Source: an optimization exercise on an open RTL-to-GDS flow (aim: small area). Production flows keep margins and buffers that such runs may drop.
In this exercise RTL edits were held to simulation tests only and were not proved equivalent to the original.
No activity file was given, so power comes from the tool's default toggle rates.

## flow/design.v (module list and top-level ports; edited modules follow where they fit)
// module tv80n: 9470 lines
module tv80n(m1_n, mreq_n, iorq_n, rd_n, wr_n, rfsh_n, halt_n, busak_n, A, dout, pc, reset_n, clk, wait_n, int_n, nmi_n, busrq_n, di);
  // ...
==> flow/run.sh <==
#!/bin/bash
# synth_recipe.tcl (not shown) runs the flow's synth.tcl, then flattens the netlist and writes it again
# the make line also repeats each setting of config.mk as NAME=value (left out here)
make -C /OpenROAD-flow-scripts/flow DESIGN_CONFIG=/design/flow/config.mk WORK_HOME=/design/flow/orfs CLKGATE_MAP_FILE= SYNTH_SCRIPT=/design/flow/synth_recipe.tcl finish
==> flow/config.mk <==
export PLATFORM = sky130hd
export DESIGN_NAME = tv80n
export DESIGN_NICKNAME = tv80n
export VERILOG_FILES = /design/flow/design.v
export SDC_FILE = /design/flow/constraint.sdc
export NUM_CORES = 4
export LEC_CHECK = 0
export ABC_AREA = 1
export CAP_MARGIN = 20
export CORE_MARGIN = 2
export CORE_UTILIZATION = 50
export CTS_BUF_LIST = sky130_fd_sc_hd__clkbuf_8
export CTS_CLUSTER_DIAMETER = 60
export CTS_CLUSTER_SIZE = 12
export SLEW_MARGIN = 20
==> flow/constraint.sdc <==
create_clock -name core_clock -period 12.0 [get_ports {clk}]
set_input_delay 2.4000 -clock core_clock [delete_from_list [all_inputs] [get_ports {clk}]]
set_output_delay 2.4000 -clock core_clock [all_outputs]
set_load 0.01 [all_outputs]
==> flow_summary_export.csv, run 1 <==
group,metric,value,unit
global_routing,grtUsageMet2,73.94,%
cells_and_area,inverters,539,
cells_and_area,register_area,8472,um2
floorplan,die_h,235.5,um
global_routing,gr-max-usage-layer,"met2",
cells_and_area,multi_input_area,15650,um2
hold_path,hp-start,"i_tv80_core.PC[2]",
logic_synthesis,syn_nets,3907,
worst_setup_path,critPathMaxStageDelay,620,ps
cells_and_area,signal_buffers,109,
run_status,status,"no timing/DRC/antenna violations",
worst_setup_path,path_buf_inv,9,
sta,final_hold_viol_count,0,
job,maxCapViolCount,0,
logic_synthesis,synth-edff-count,156,
global_routing,antenna_found_initial,16,
power_and_ir_drop,power,7048,uW
worst_setup_path,cp-endpoint,"pc[15]",
place,hpwl,111.3,mm
floorplan,pin_count,62,
power_and_ir_drop,p_switching,4048,uW
logic_synthesis,syn_avg_cell_area,7.058,um2
worst_setup_path,crit_fanout,17,
global_routing,grtUsageMet1,62.51,%
cells_and_area,design.seq.count,345,
worst_setup_path,cp.depth,26,
logic_synthesis,synth_simple_gate_area_share,24.15,%
logic_synthesis,synthTopCellsByCount,"696 x nand2_1, 488 x inv_1, 397 x nor2_1",
logic_synthesis,yosysUniqueCellTypes,82,
route,met1Wirelength,50.30,mm
floorplan,die_w,235.5,um
worst_setup_path,cp-end-kind,"output port",
logic_synthesis,synthTopCellsByArea,"edfxtp_1 17%, dfxtp_1 14%, nand2_1 9.8%, inv_1 6.8%, o21ai_0 5.7%",
worst_setup_path,path_delay_family,"simple AND/OR/NAND/NOR gates",
==> run 2, diff against run 1 <==
==> flow/flow/run.sh (new file) <==
#!/bin/bash
# Own layout flow: the standard ORFS flow (standard.sh) with three changes
#  1. synthesis: the standard synthesis script, except that ABC maps the logic with
#     flow/nf.abc (&nf, area-oriented) instead of ORFS's abc script; flip-flops are
#     mapped by the standard dfflibmap step, so the registers are the standard ones
#  2. port buffers use sky130_fd_sc_hd__buf_1 (every port still gets its buffer)
#  3. CTS: clkbuf_8 leaf clusters of at most 12 sinks, no dummy loads
# Each step's full output goes to a log file in the work folder.
set -euo pipefail
W=$(pwd)
{
  cat <<'TCL'
proc abc {args} {
  set i [lsearch -exact $args -script]
  if {$i >= 0} { lset args [expr {$i + 1}] $::env(MY_ABC_SCRIPT) }
  yosys abc {*}$args
}
TCL
  cat "$W/synth_recipe.tcl"
} > "$W/own_synth.tcl"
export MY_ABC_SCRIPT="$W/flow/nf.abc"
bash "$W/standard.sh" "SYNTH_SCRIPT=$W/own_synth.tcl" synth > "$W/synth.log" 2>&1
bash "$W/standard.sh" "SYNTH_SCRIPT=$W/own_synth.tcl" \
  "BUFFER_PORTS_ARGS=-buffer_cell sky130_fd_sc_hd__buf_1" \
  "CTS_ARGS=-sink_clustering_enable -repair_clock_nets -dont_use_dummy_load -buf_list sky130_fd_sc_hd__clkbuf_8 -sink_clustering_size 12 -sink_clustering_max_diameter 60" \
  finish > "$W/layout.log" 2>&1
==> flow/flow/nf.abc (new file) <==
strash
&get -n
&st
&dch
&nf -R 1000
&put
==> flow/standard.sh (new file) <==
#!/bin/bash
# synth_recipe.tcl (not shown) runs the flow's synth.tcl, then flattens the netlist and writes it again
# the make line also repeats each setting of config.mk as NAME=value (left out here)
make -C /OpenROAD-flow-scripts/flow DESIGN_CONFIG=/design/flow/config.mk WORK_HOME=/design/flow/orfs CLKGATE_MAP_FILE= SYNTH_SCRIPT=/design/flow/synth_recipe.tcl "${@:-finish}"
==> flow/config.mk (replaced) <==
export PLATFORM = sky130hd
export DESIGN_NAME = tv80n
export DESIGN_NICKNAME = tv80n
export VERILOG_FILES = /design/flow/design.v
export SDC_FILE = /design/flow/constraint.sdc
export NUM_CORES = 4
export LEC_CHECK = 0
export CAP_MARGIN = 20
export CORE_MARGIN = 2
export CORE_UTILIZATION = 70
export SLEW_MARGIN = 20
removed: flow/run.sh
==> run 2 against run 1 <==
Effect of this change:
- the flow now stops in global routing
- synthesized area down 8.9%
- synthesized cell count down 19%
==> flow_summary_export.csv, run 2 <==
group,metric,value,unit
cts,ctsHoldBuffers,0,
cts,cts_buffers,37,
floorplan,pin_count,62,
logic_synthesis,ys_seq_area_share,34.71,%
run_status,stop_error,"[ERROR GRT-0116] Global routing finished with congestion. Check the congestion regions in the DRC Viewer.",
place,place.port_buffers,61,
floorplan,initial_core_util,70.80,%
cts,cts_max_path_buffers,3,
cts,cts_resized,0,
logic_synthesis,syn_nets,3172,
cts,cts_setup_buffers,0,
logic_synthesis,synth_ff_type,"dfxtp_1",
cts,htreeDepth,2,
floorplan,die_h,190.7,um
logic_synthesis,async_flop_share,0,%
cts,cts-root-buf,"clkbuf_8",
logic_synthesis,synth.most_common_cell,"nand2_1",
logic_synthesis,synthTopCellsByCount,"423 x nand2_1, 408 x nor2_1, 287 x o21ai_0",
logic_synthesis,synth_area_leader_cell,"edfxtp_1",
logic_synthesis,synthTopCellsByArea,"edfxtp_1 19%, dfxtp_1 16%, nand2_1 6.5%, nor2_1 6.3%, o21ai_0 5.9%",
logic_synthesis,synth-edff-count,156,
cts,cts.sinks,345,
run_status,status,"did not finish",
logic_synthesis,synthesis.area,24390,um2
floorplan,rows,68,
run_status,stop_stage,"global routing",
place,hpwl,83.08,mm
floorplan,die_w,190.7,um
logic_synthesis,netlist_instances,3060,
logic_synthesis,synth_top_area_share,19.20,%
logic_synthesis,yosysUniqueCellTypes,64,
logic_synthesis,ys_ff_latch,345,
logic_synthesis,syn_avg_cell_area,7.972,um2
global_routing,grt_max_degree,82,
place,gp_congestion,1.692,
logic_synthesis,ys_warn_count,1,
## run 2: cell count changes after synthesis, sizes merged, moves of 30 or more
cell    before  now
nor3        68  103
buf         50    0
o21ai      342  287
o221ai      85   55
clkbuf      89    0
a222oi       0   46
inv        528    0
nand3      185  106
nand2      735  423
clkinv      12   95
a22oi       22   69
nand2b       0   37
## run 2: worst max path at each step
stage / cells past startpoint / slack [ps] / to / from
global placement: 38 / 1500 / i_tv80_core.i_reg.RegsH[1][6] / i_tv80_core.IR[5]
CTS: 37 / 960 / i_tv80_core.i_reg.RegsH[6][6] / i_tv80_core.IR[6]
detailed placement: 39 / 930 / i_tv80_core.i_reg.RegsH[4][6] / i_tv80_core.IR[5]
floorplan: 36 / 1030 / i_tv80_core.i_reg.RegsH[0][7] / i_tv80_core.IR[3]
## run 2: metrics by stage
stage | worst slack [ps] | area (um2) | hold slack (ps) | instances
floorplan | 1031 | 24390 | 437.4 | 3060
global placement | 1498 | 25750 | 449.0 | 3643
detailed placement | 933.7 | 25760 | 459.7 | 3643
CTS | 960.1 | 26280 | 474.4 | 3683
## run 2: cells by family after synthesis
group / synth area share (%)
AOI/OAI and AO/OA: 31.28
xor gates and xnor gates: 2.729
adders and majority gates: 5.529
buffers and inverters: 1.462
DFF: 34.71
muxes: 1.487
and+or+nand+nor: 22.80
## run 2: power by group through the flow
stage / clock network (uW) / logic [uW] / registers, uW
4_1_cts: 680 / 3640 / 1690
3_5_place_dp: 2.68 / 3610 / 1710
3_3_place_gp: 2.68 / 3530 / 1700
2_1_floorplan: 2.68 / 2370 / 1650
==> run 3, diff against run 2 <==
--- a/flow/config.mk
+++ b/flow/config.mk
@@ -8,4 +8,5 @@
 export CAP_MARGIN = 20
 export CORE_MARGIN = 2
-export CORE_UTILIZATION = 70
+export CORE_UTILIZATION = 40
+export GPL_TIMING_DRIVEN = 0
 export SLEW_MARGIN = 20
==> run 3 against run 2 <==
Effect of this change:
- the run now finishes clean
- synthesized area did not move
- synthesized cell count unchanged
==> flow_summary_export.csv, run 3 <==
group,metric,value,unit
sta,rsz0062_at_grt,"no",
worst_setup_path,crit_arrival,12000,ps
cts,cts_max_path_buffers,3,
logic_synthesis,netlist_instances,3060,
logic_synthesis,yosysUniqueCellTypes,64,
route,drtAntennaViolNets,0,
global_routing,grt_max_degree,69,
sta,fmaxAchievable,0.08592,GHz
logic_synthesis,syn_avg_cell_area,7.972,um2
power_and_ir_drop,p_leak,0.009296,uW
floorplan,core_area,60360,um2
place,pre_cts_slack,-1928,ps
cts,htreeDepth,2,
sta,drv_slew,0,
logic_synthesis,ys_seq_area_share,34.71,%
cells_and_area,final_area,27110,um2
cells_and_area,synthToLayoutAreaGrowth,11.14,%
place,place.port_buffers,61,
logic_synthesis,async_flop_share,0,%
cts,cts-root-buf,"clkbuf_8",
sta,final_hold_viol_count,0,
global_routing,antenna_found_initial,5,
cells_and_area,mostFrequentLayoutCell,"nand2_1",
floorplan,die_w,251.0,um
logic_synthesis,synthTopCellsByCount,"423 x nand2_1, 408 x nor2_1, 287 x o21ai_0",
logic_synthesis,synthesis.area,24390,um2
sta,skew,48.71,ps
logic_synthesis,synth_top_area_share,19.20,%
worst_setup_path,cp-end-kind,"flop",
route,drc,0,
worst_setup_path,crit_fanout,28,
global_routing,grt_pass1_vias,27290,
place,dpl-instance-area,26380,um2
cells_and_area,layout_common_cells,"419 x nand2_1, 389 x nor2_1, 274 x o21ai_0",
floorplan,dieArea,62980,um2
route,vias,29200,
route,vias_per_cell,7.321,
place,gp_congestion,1.074,
worst_setup_path,worstSetupPathType,"reg -> reg",
cts,cts_buffers,42,
floorplan,initial_core_util,40.42,%
power_and_ir_drop,p_per_area,247.3,nW/um2
place,hpwl,107.6,mm
sta,fin_crit_sh,96.98,%
global_routing,grt_usage,44.04,%
floorplan,pin_count,62,
logic_synthesis,synth_ff_type,"dfxtp_1",
route,wirelength,142.6,mm
power_and_ir_drop,vdd_ir_drop_max,0.0001810,V
global_routing,grt_pass1_wl,201.8,mm
logic_synthesis,ys_warn_count,1,
sta,layout_setup_ws,361.9,ps
sta,finalSetupViolCount,0,
cts,cts_tree,"yes",
logic_synthesis,synthTopCellsByArea,"edfxtp_1 19%, dfxtp_1 16%, nand2_1 6.5%, nor2_1 6.3%, o21ai_0 5.9%",
worst_setup_path,critPathMaxStageDelay,550,ps
cells_and_area,fin_nets,3319,
floorplan,rows,90,
route,wl_per_cell,35.75,um
run_status,status,"no timing/DRC/antenna violations",
sta,relSlewSlack,11.45,%
worst_setup_path,cp_slowest_cell,"fa_1",
global_routing,grt_overflow,0,
route,dr.pass1.iters,8,
sta,tightestPinTransition,1328,ps
logic_synthesis,synth-edff-count,156,
cts,ctsHoldBuffers,0,
sta,fin_hold_ws,473.2,ps
cts,cts.sinks,345,
hold_path,hp-class,"reg -> reg",
job,maxCapViolCount,0,
logic_synthesis,synth.most_common_cell,"nand2_1",
cells_and_area,top_regs,"i_tv80_core.i_reg.RegsH x64, i_tv80_core.i_reg.RegsL x64",
logic_synthesis,ys_ff_latch,345,
floorplan,die_h,251.0,um
cts,cts.reportedPaths.clkPinSlew,80,ps
worst_setup_path,crit_path_frequent_cell,"fa_1",
sta,period_needed,11640,ps
power_and_ir_drop,power,6704,uW
cells_and_area,drive_gt1_share,5.179,%
logic_synthesis,syn_nets,3172,
logic_synthesis,synth_area_leader_cell,"edfxtp_1",
cts,clk_latency,650,ps
worst_setup_path,start_kind,"flop",
route,drtIter0Drc,4559,
worst_setup_path,crit_required,12360,ps
cells_and_area,post-route-util,44.92,%
[run 3: where the power goes]
part / internal, uW / switching (uW) / leakage (uW) / total, uW
logic: 1310 / 2810 / 0.00597 / 4120
registers: 1430 / 390 / 0.00302 / 1820
clock network: 312 / 450 / 0.000308 / 762
total: 3050 / 3650 / 0.00930 / 6700
[run 3: stage by stage]
step / TNS, ps / cells
floorplan: 0 / 3060
finish: 0 / 3989
CTS: 0 / 3987
global route: 0 / 3988
detailed placement: -89500 / 3942
global placement: -538940 / 3903
[run 3: repair_timing]
action,in CTS,in global routing
endpoints found under the setup margin,81,65
gates resized for setup,21,13
setup buffers,0,0
[run 3: final cells by class]
type / count / area (um2)
multi-input cells: 2620 / 15880
fillers: 6144 / 33250
diodes: 2 / 5.005
flip-flops and latches: 345 / 8491
inverters: 94 / 370.4
repair buffers: 100 / 790.8
well taps: 782 / 978.4
clock buffers: 42 / 578.1
clock inverters: 4 / 15.01
[run 3: final timing paths]
path / start / to / slack [ps] / cells after the start
setup / recovery: i_tv80_core.IR[5] / i_tv80_core.IncDecZ / 360 / 40
hold / removal: i_tv80_core.Fp[7] / i_tv80_core.Fp[7] / 470 / 2
setup reg to reg: i_tv80_core.IR[5] / i_tv80_core.IncDecZ / 360 / 40
hold reg to reg: i_tv80_core.Fp[7] / i_tv80_core.Fp[7] / 470 / 2
[run 3: kinds of logic (layout without fill, tap and decap cells)]
group / count (synthesis) / count (layout) / synth area share, %
adder cells (fa/ha/maj): 99 / 99 / 5.529
AO/OA/AOI/OAI: 1152 / 1152 / 31.28
XOR/XNOR: 76 / 76 / 2.729
multiplexers: 34 / 34 / 1.487
other: 0 / 2 / 0
flip-flops: 345 / 345 / 34.71
AND/OR/NAND/NOR: 1259 / 1259 / 22.80
buffers and inverters: 95 / 240 / 1.462
[run 3: critical path: cells and delay by family (launching register included)]
kind            cells  cell delay, ps
mux                 2             530
buf+inv             5             780
xor+xnor            1             220
flops               1             470
fa+ha+maj           8            3010
simple gates       14            3420
compound gates     10            2900
[run 3: layer usage]
layer / up-vias / global-route usage (%) / routed length, um
li1: 12210 / - / -
met2: 2344 / 68.65 / 61930
met1: 14060 / 54.04 / 52040
met4: 2 / 29.71 / 11820
met3: 588 / 10.72 / 16820
met5: - / 0 / 11
==> run 4, diff against run 3 <==
--- a/flow/flow/run.sh
+++ b/flow/flow/run.sh
@@ -2,5 +2,6 @@
 # Own layout flow: the standard ORFS flow (standard.sh) with three changes
 #  1. synthesis: the standard synthesis script, except that ABC maps the logic with
-#     flow/nf.abc (&nf, area-oriented) instead of ORFS's abc script; flip-flops are
+#     flow/nf.abc (&nf, area-oriented) instead of ORFS's abc script, and adders are
+#     left to ABC (no ADDER_MAP_FILE half/full-adder extraction); flip-flops are
 #     mapped by the standard dfflibmap step, so the registers are the standard ones
 #  2. port buffers use sky130_fd_sc_hd__buf_1 (every port still gets its buffer)
@@ -20,6 +21,6 @@
 } > "$W/own_synth.tcl"
 export MY_ABC_SCRIPT="$W/flow/nf.abc"
-bash "$W/standard.sh" "SYNTH_SCRIPT=$W/own_synth.tcl" synth > "$W/synth.log" 2>&1
-bash "$W/standard.sh" "SYNTH_SCRIPT=$W/own_synth.tcl" \
+bash "$W/standard.sh" "SYNTH_SCRIPT=$W/own_synth.tcl" "ADDER_MAP_FILE=" synth > "$W/synth.log" 2>&1
+bash "$W/standard.sh" "SYNTH_SCRIPT=$W/own_synth.tcl" "ADDER_MAP_FILE=" \
   "BUFFER_PORTS_ARGS=-buffer_cell sky130_fd_sc_hd__buf_1" \
   "CTS_ARGS=-sink_clustering_enable -repair_clock_nets -dont_use_dummy_load -buf_list sky130_fd_sc_hd__clkbuf_8 -sink_clustering_size 12 -sink_clustering_max_diameter 60" \
==> run 4 against run 3 <==
Effect of this change:
- worst setup slack improved by 45 ps
- register-to-register slack gained 50 ps
- utilization rose by 0.13 points
- synthesized area down 1.7%
- flip-flop and latch count unchanged
- first-iteration DRC count increased by 19%
- routed wire length decreased by 3.1%
- maximum frequency is 0.39% higher
- design area decreased by 1.8%
- highest routed layer unchanged
==> flow_summary_export.csv, run 4 <==
group,metric,value,unit
floorplan,core_area,59130,um2
floorplan,dieArea,61940,um2
logic_synthesis,netlist_instances,3084,
power_and_ir_drop,vdd_ir_drop_max,0.0001864,V
power_and_ir_drop,power,6859,uW
worst_setup_path,path_delay_family,"simple AND/OR/NAND/NOR gates",
cts,cts_buffers,43,
sta,finalSetupViolCount,0,
place,gp_congestion,1.040,
sta,final_hold_viol_count,0,
worst_setup_path,crit_required,12370,ps
global_routing,grt_pass1_vias,26930,
hold_path,hp-class,"reg -> reg",
place,hpwl,100.8,mm
logic_synthesis,synth_ff_type,"dfxtp_1",
worst_setup_path,worstSetupPathType,"reg -> reg",
cells_and_area,drive_gt1_share,4.591,%
worst_setup_path,start_kind,"flop",
sta,period_needed,11590,ps
cts,cts_tree,"yes",
power_and_ir_drop,p_per_area,257.5,nW/um2
power_and_ir_drop,p_leak,0.008789,uW
logic_synthesis,ys_warn_count,1,
cells_and_area,top_regs,"i_tv80_core.i_reg.RegsH x64, i_tv80_core.i_reg.RegsL x64",
worst_setup_path,crit_path_frequent_cell,"nor2_1",
cts,cts_max_path_buffers,3,
worst_setup_path,path_buf_inv,2,
cts,htreeDepth,2,
cts,cts_resized,13,
route,drtAntennaViolNets,0,
sta,fin_tns_setup,0,ps
worst_setup_path,crit_arrival,11970,ps
route,drtIter0Drc,5415,
logic_synthesis,synthTopCellsByArea,"edfxtp_1 20%, dfxtp_1 16%, nor2_1 6.8%, nand2_1 6.6%, o21ai_0 5.9%",
global_routing,grt_pass1_wl,195.7,mm
cts,cts-root-buf,"clkbuf_8",
logic_synthesis,yosysUniqueCellTypes,63,
floorplan,pin_count,62,
global_routing,antenna_found_initial,7,
cells_and_area,layout_common_cells,"419 x nand2_1, 419 x nor2_1, 269 x o21ai_0",
worst_setup_path,cp-end-kind,"flop",
route,drc,0,
route,vias_per_cell,7.360,
floorplan,die_h,248.9,um
route,wirelength,138.2,mm
cts,cts_setup_buffers,0,
cts,cts.reportedPaths.clkPinSlew,70,ps
route,dr.pass1.iters,12,
sta,drv_slew,0,
sta,relSlewSlack,16.61,%
cts,ctsHoldBuffers,0,
cts,clk_latency,660,ps
sta,fmaxAchievable,0.08626,GHz
worst_setup_path,critPathMaxStageDelay,1110,ps
logic_synthesis,synth_top_area_share,19.53,%
route,vias,29450,
logic_synthesis,synthTopCellsByCount,"432 x nor2_1, 423 x nand2_1, 281 x o21ai_0",
global_routing,grt_usage,42.87,%
logic_synthesis,synthesis.area,23980,um2
logic_synthesis,syn_avg_cell_area,7.777,um2
global_routing,grt_max_degree,63,
logic_synthesis,ys_ff_latch,345,
sta,rsz0062_at_grt,"no",
logic_synthesis,syn_nets,3098,
floorplan,initial_core_util,40.56,%
sta,fin_hold_ws,476.0,ps
sta,tightestPinTransition,1239,ps
logic_synthesis,synth.most_common_cell,"nor2_1",
floorplan,die_w,248.9,um
worst_setup_path,crit_fanout,30,
worst_setup_path,cp_slowest_cell,"dfxtp_1",
logic_synthesis,async_flop_share,0,%
sta,skew,57.70,ps
run_status,status,"no timing/DRC/antenna violations",
global_routing,grt_overflow,0,
cells_and_area,fin_nets,3240,
cts,cts.sinks,345,
floorplan,rows,89,
place,place.port_buffers,61,
logic_synthesis,synth_area_leader_cell,"edfxtp_1",
logic_synthesis,synth-edff-count,156,
route,wl_per_cell,34.54,um
cells_and_area,synthToLayoutAreaGrowth,11.06,%
logic_synthesis,ys_seq_area_share,35.31,%
job,maxCapViolCount,0,
sta,fin_crit_sh,96.61,%
-- run 4: changes by cell type in the layout (fill, tap and decap cells not counted), sizes merged, moves of 15 or more --
cell,before,now
xnor2,45,89
fa,15,0
clkinv,96,58
a21oi,241,267
xor2,31,51
ha,83,0
nor2,408,432
-- run 4: worst paths after layout --
kind,endpoint,startpoint,slack (ps),cells after the start
max,i_tv80_core.i_reg.RegsH[3][6],i_tv80_core.mcycle_b[1],410,37
min,i_tv80_core.Ap[5],i_tv80_core.Ap[5],480,2
max reg2reg,i_tv80_core.i_reg.RegsH[3][6],i_tv80_core.mcycle_b[1],410,37
min reg2reg,i_tv80_core.Ap[5],i_tv80_core.Ap[5],480,2
-- run 4: cell families (layout without fill, tap and decap cells) --
group                    count (synthesis)  in the layout  share of synthesized area (%)
other                                    0              4                              0
flip-flops                             345            345                          35.31
XOR/XNOR                               140            140                          5.112
buffers and inverters                   57            197                         0.8921
adder cells (fa/ha/maj)                  7              7                         0.2922
AND/OR/NAND/NOR                       1311           1311                          24.24
AO/OA/AOI/OAI                         1186           1186                          32.47
multiplexers                            38             38                          1.685
-- run 4: where the power goes --
part | leakage, uW | internal, uW | switching [uW]
clock network | 0.000315 | 319 | 448
logic | 0.00546 | 1340 | 2870
registers | 0.00302 | 1440 | 444
-- run 4: cell type report --
cell class	count	area, um2
Antenna cell	4	10.01
Clock buffer	43	591.8
Clock inverter	4	15.01
Fill cell	5974	32490
Inverter	56	226.5
Multi-Input combinational cell	2682	15540
Sequential cell	345	8487
Tap cell	773	967.2
Timing Repair Buffer	94	794.5
-- run 4: layer usage --
layer | share of wire [%] | global-route usage [%]
met4 | 5.8 | 20.83
met2 | 42 | 63.52
met1 | 39 | 56.39
met3 | 14 | 13.52
met5 | 0.083 | 0
-- run 4: stage by stage --
stage	util (%)	cell area, um2	cells	worst slack (ps)
2_1_floorplan	-	23980	3084	1515
3_3_place_gp	42.58	25180	3918	-5465
3_5_place_dp	43.81	25900	3948	-1367
4_1_cts	44.88	26540	3994	63.92
5_1_grt	45.03	26630	3998	52.79
6_report	45.05	26640	4001	407.2
-- run 4: tightest hold or removal path: stages (launching register included) --
cell and delay, ps:
dfxtp_1 330, nand2_1 50, nand3_1 70
